From an optimization exercise on the open Yosys and OpenROAD flow, aimed at small area, a short achievable clock period and few clock cycles per item; shortcuts taken in it are not production practice.
At most, simulation tests tie the RTL to the original design; equivalence was not proved.

==> module geofence, before the edit <==
module geofence (clk, reset, X, Y, valid, is_inside);
input clk;
input reset;
input [9:0] X;
input [9:0] Y;
output valid;
output is_inside;
reg  [3:0] cnt;       
reg  [9:0] px, py;
reg  [9:0] dmx, dmy, rmx, rmy, lmx, lmy;    
reg        dsx, dsy, rsx, rsy, lsx, lsy;    
reg        in_flag;
wire [10:0] ex = {1'b0, X} - {1'b0, px};
wire [10:0] ey = {1'b0, Y} - {1'b0, py};
wire [9:0]  fx = px - X;
wire [9:0]  fy = py - Y;
wire        nx = ex[10], ny = ey[10];
wire        zx = (X == px), zy = (Y == py);
always @(posedge clk) begin
    dmx <= nx ? fx : ex[9:0];
    dmy <= ny ? fy : ey[9:0];
    dsx <= nx | (zx & ny);
    dsy <= ny | (zy & ~nx);
end
wire tie = ~dsy;
wire pa, ql;
cross_pos u_a (.usx(rsx), .umx(rmx), .usy(rsy), .umy(rmy),
               .wsx(dsx), .wmx(dmx), .wsy(dsy), .wmy(dmy), .tie(tie), .pos(pa));
cross_pos u_b (.usx(lsx), .umx(lmx), .usy(lsy), .umy(lmy),
               .wsx(dsx), .wmx(dmx), .wsy(dsy), .wmy(dmy), .tie(tie), .pos(ql));
wire pb = ~ql;        
always @(posedge clk or posedge reset) begin
    if (reset)            cnt <= 4'd0;
    else if (cnt[3])      cnt <= 4'd0;
    else                  cnt <= cnt + 4'd1;
end
wire first = (cnt == 4'd2);
always @(posedge clk) begin
    if (cnt == 4'd0) begin
        px <= X;
        py <= Y;
    end
    if (first || (!pa && pb)) begin
        rmx <= dmx; rsx <= dsx; rmy <= dmy; rsy <= dsy;
    end
    if (first || (pa && !pb)) begin
        lmx <= dmx; lsx <= dsx; lmy <= dmy; lsy <= dsy;
    end
    if (first)                          in_flag <= 1'b0;
    else if (!pa && !pb)               in_flag <= 1'b1;
end
assign valid = cnt[3];
assign is_inside = in_flag;
endmodule
clock: 12.0 ns
lec_check: 0
abc_clock_period_in_ps: 4000
cap_margin: 20
core_margin: 2
core_utilization: 40
setup_slack_margin: 5
slew_margin: 20
synth_hierarchical: 1
run.sh (not shown) runs the stock make flow with config.mk's settings and CLKGATE_MAP_FILE= SYNTH_SCRIPT=/design/flow/synth_recipe.tcl, a recipe that flattens the netlist after the stock synthesis.
The baseline finished clean.
Testbench counts at the start, summed over its fixed seeds: cycles 10,800, objects 1,200.
Edit:
--- a/flow/design.v
+++ b/flow/design.v
@@ -3,11 +3,11 @@
 input reset;
 input [9:0] X;
 input [9:0] Y;
 output valid;
 output is_inside;
-reg  [3:0] cnt;       
+reg  [2:0] cnt;       
 reg  [9:0] px, py;
 reg  [9:0] dmx, dmy, rmx, rmy, lmx, lmy;    
 reg        dsx, dsy, rsx, rsy, lsx, lsy;    
 reg        in_flag;
 wire [10:0] ex = {1'b0, X} - {1'b0, px};
@@ -28,31 +28,30 @@
                .wsx(dsx), .wmx(dmx), .wsy(dsy), .wmy(dmy), .tie(tie), .pos(pa));
 cross_pos u_b (.usx(lsx), .umx(lmx), .usy(lsy), .umy(lmy),
                .wsx(dsx), .wmx(dmx), .wsy(dsy), .wmy(dmy), .tie(tie), .pos(ql));
 wire pb = ~ql;        
 always @(posedge clk or posedge reset) begin
-    if (reset)            cnt <= 4'd0;
-    else if (cnt[3])      cnt <= 4'd0;
-    else                  cnt <= cnt + 4'd1;
+    if (reset) cnt <= 3'd0;
+    else       cnt <= cnt + 3'd1;
 end
-wire first = (cnt == 4'd2);
+wire first = (cnt == 3'd2);
 always @(posedge clk) begin
-    if (cnt == 4'd0) begin
+    if (cnt == 3'd0) begin
         px <= X;
         py <= Y;
     end
     if (first || (!pa && pb)) begin
         rmx <= dmx; rsx <= dsx; rmy <= dmy; rsy <= dsy;
     end
     if (first || (pa && !pb)) begin
         lmx <= dmx; lsx <= dsx; lmy <= dmy; lsy <= dsy;
     end
-    if (first)                          in_flag <= 1'b0;
-    else if (!pa && !pb)               in_flag <= 1'b1;
+    if (first)              in_flag <= 1'b0;
+    else if (!pa && !pb)    in_flag <= 1'b1;
 end
-assign valid = cnt[3];
-assign is_inside = in_flag;
+assign valid = (cnt == 3'd7);
+assign is_inside = in_flag | (!pa && !pb);
 endmodule
 module cross_pos (usx, umx, usy, umy, wsx, wmx, wsy, wmy, tie, pos);
 input usx, usy, wsx, wsy, tie;
 input [9:0] umx, umy, wmx, wmy;
 output pos;
=> Synthesized cell count stays flat. Critical path depth rises by 1. Synthesized area is about the same. Utilization rises by 2.2 points. Fmax falls by 19%.
Testbench counts after the change, summed over its fixed seeds: cycles 9,600, objects 1,200.

* * *

## zinc
Another version of the RTL of geofence (not shown whole).
For scale: ~91 flip-flops, about 24 I/O pins, roughly 13000 µm² of cells after synthesis.
==> module geofence, before the edit <==
module geofence (clk, reset, X, Y, valid, is_inside);
input clk;
input reset;
input [9:0] X;
input [9:0] Y;
output valid;
output is_inside;
reg  [3:0] cnt;       
reg  [9:0] px, py;
reg  [9:0] dmx, dmy, rmx, rmy, lmx, lmy;    
reg        dsx, dsy, rsx, rsy, lsx, lsy;    
reg        in_flag;
wire [10:0] ex = {1'b0, X} - {1'b0, px};
wire [10:0] ey = {1'b0, Y} - {1'b0, py};
wire        nx = ex[10], ny = ey[10];
wire [9:0]  ox, oy;
assign ox[0] = 1'b0;
assign oy[0] = 1'b0;
genvar j;
generate
    for (j = 1; j < 10; j = j + 1) begin : g_abs
        assign ox[j] = ox[j-1] | ex[j-1];
        assign oy[j] = oy[j-1] | ey[j-1];
    end
endgenerate
wire        zx = ~(ox[9] | ex[9]), zy = ~(oy[9] | ey[9]);    
always @(posedge clk) begin
    dmx <= ex[9:0] ^ ({10{nx}} & ox);
    dmy <= ey[9:0] ^ ({10{ny}} & oy);
    dsx <= nx | (zx & ny);
    dsy <= ny | (zy & ~nx);
end
wire tie = ~dsy;
wire npa, nql;
wire pa = ~npa, ql = ~nql;
cross_pos u_a (.usx(rsx), .umx(rmx), .usy(rsy), .umy(rmy),
               .wsx(dsx), .wmx(dmx), .wsy(dsy), .wmy(dmy), .tie(tie), .npos(npa));
cross_pos u_b (.usx(lsx), .umx(lmx), .usy(lsy), .umy(lmy),
               .wsx(dsx), .wmx(dmx), .wsy(dsy), .wmy(dmy), .tie(tie), .npos(nql));
wire pb = ~ql;        
always @(posedge clk or posedge reset) begin
    if (reset)            cnt <= 4'd0;
    else if (cnt[3])      cnt <= 4'd0;
    else                  cnt <= cnt + 4'd1;
end
wire first = (cnt == 4'd2);
wire en_rx, en_ry, en_lx, en_ly;
en_cell u_enrx (.first(first), .a(npa), .b(nql), .y(en_rx));
en_cell u_enry (.first(first), .a(npa), .b(nql), .y(en_ry));
en_n_cell u_enlx (.first(first), .a(npa), .b(nql), .y(en_lx));
en_n_cell u_enly (.first(first), .a(npa), .b(nql), .y(en_ly));
always @(posedge clk) begin
    if (cnt == 4'd0) begin
        px <= X;
        py <= Y;
    end
    if (en_rx) begin rmx <= dmx; rsx <= dsx; end
    if (en_ry) begin rmy <= dmy; rsy <= dsy; end
    if (en_lx) begin lmx <= dmx; lsx <= dsx; end
    if (en_ly) begin lmy <= dmy; lsy <= dsy; end
    if (first)                          in_flag <= 1'b0;
    else if (!pa && !pb)               in_flag <= 1'b1;
end
assign valid = cnt[3];
assign is_inside = in_flag;
endmodule
==> module en_cell, before the edit <==
module en_cell (first, a, b, y);
input first, a, b;
output y;
assign y = first | (a & b);
endmodule
==> module en_n_cell, before the edit <==
module en_n_cell (first, a, b, y);
input first, a, b;
output y;
assign y = first | ~(a | b);
endmodule
export LEC_CHECK = 0
export ABC_CLOCK_PERIOD_IN_PS = 4000
export CAP_MARGIN = 20
export CORE_MARGIN = 2
export CORE_UTILIZATION = 40
export SLEW_MARGIN = 20
export SYNTH_HIERARCHICAL = 1
create_clock -name core_clock -period 12.0 [get_ports {clk}]
standard.sh (not shown) runs the stock make flow with config.mk's settings and CLKGATE_MAP_FILE= SYNTH_SCRIPT=/design/flow/synth_recipe.tcl, a recipe that flattens the netlist after the stock synthesis.
==> flow/flow/run.sh <==
#!/bin/bash
set -euo pipefail
bash standard.sh SETUP_SLACK_MARGIN=6.25 finish > standard.log 2>&1
Here is what was changed in the inputs of sierra compared with zinc.
--- a/flow/design.v
+++ b/flow/design.v
@@ -42,40 +42,27 @@
     if (reset)            cnt <= 4'd0;
     else if (cnt[3])      cnt <= 4'd0;
     else                  cnt <= cnt + 4'd1;
 end
 wire first = (cnt == 4'd2);
-wire en_rx, en_ry, en_lx, en_ly;
-en_cell u_enrx (.first(first), .a(npa), .b(nql), .y(en_rx));
-en_cell u_enry (.first(first), .a(npa), .b(nql), .y(en_ry));
-en_n_cell u_enlx (.first(first), .a(npa), .b(nql), .y(en_lx));
-en_n_cell u_enly (.first(first), .a(npa), .b(nql), .y(en_ly));
 always @(posedge clk) begin
     if (cnt == 4'd0) begin
         px <= X;
         py <= Y;
     end
-    if (en_rx) begin rmx <= dmx; rsx <= dsx; end
-    if (en_ry) begin rmy <= dmy; rsy <= dsy; end
-    if (en_lx) begin lmx <= dmx; lsx <= dsx; end
-    if (en_ly) begin lmy <= dmy; lsy <= dsy; end
+    if (first || (!pa && pb)) begin
+        rmx <= dmx; rsx <= dsx; rmy <= dmy; rsy <= dsy;
+    end
+    if (first || (pa && !pb)) begin
+        lmx <= dmx; lsx <= dsx; lmy <= dmy; lsy <= dsy;
+    end
     if (first)                          in_flag <= 1'b0;
     else if (!pa && !pb)               in_flag <= 1'b1;
 end
 assign valid = cnt[3];
 assign is_inside = in_flag;
 endmodule
-module en_cell (first, a, b, y);
-input first, a, b;
-output y;
-assign y = first | (a & b);
-endmodule
-module en_n_cell (first, a, b, y);
-input first, a, b;
-output y;
-assign y = first | ~(a | b);
-endmodule
 module cross_pos (usx, umx, usy, umy, wsx, wmx, wsy, wmy, tie, npos);
 input usx, usy, wsx, wsy, tie;
 input [9:0] umx, umy, wmx, wmy;
 output npos;            
 wire sa = usx ^ wsy;    
Findings:
- sierra ended with every stage complete and zero timing, DRC or antenna violations.
- Looking only at post-route fraction of the period consumed by the critical path, and setting everything else aside, the lower value of zinc and sierra goes to sierra.
- [compare] base=zinc new=sierra: layout cell share with drive strength beyond 1 held, fraction of synthesized cell area in xor and xnor cells neither gained nor lost much, die extent in y did not really move, clock distribution area overhead in the final layout about even.
Testbench counts of sierra, summed over its fixed seeds: cycles 10,800, objects 1,200.
Function not checked in zinc: the RTL went through the layout flow alone.

==> afterwards: timing with drivers on the ports <==
How much do the figures lean on ideal ports? The routed layouts below were timed once more, with nothing changed but the port constraints.
Step 1 sets driving cells, clkbuf_16 on the clock port and buf_2 on the other inputs (assumed; they add their load-dependent delay and slew).
Step 2, shift: input delay + t, output delay - t, t = (earliest + latest rising clock arrival at the registers) / 2. This alone moves slack from input paths to output paths.
a / b / c = ideal / step 1 / step 2; a / b = the first two.
run	t (ns)	setup WS [ns]	worst setup path after step 2	latest minus earliest clock arrival (ns)
the first run of note 1	0.394	5.554 / 5.554 / 5.554	register to register	0.020 / 0.019
the second run of note 1	0.406	4.084 / 4.040 / 4.446	register to output	0.016 / 0.016
zinc	0.376	6.445 / 6.445 / 6.445	register to register	0.008 / 0.007
sierra	0.367	6.484 / 6.484 / 6.484	register to register	0.009 / 0.009
After both steps every run listed still meets setup and hold.
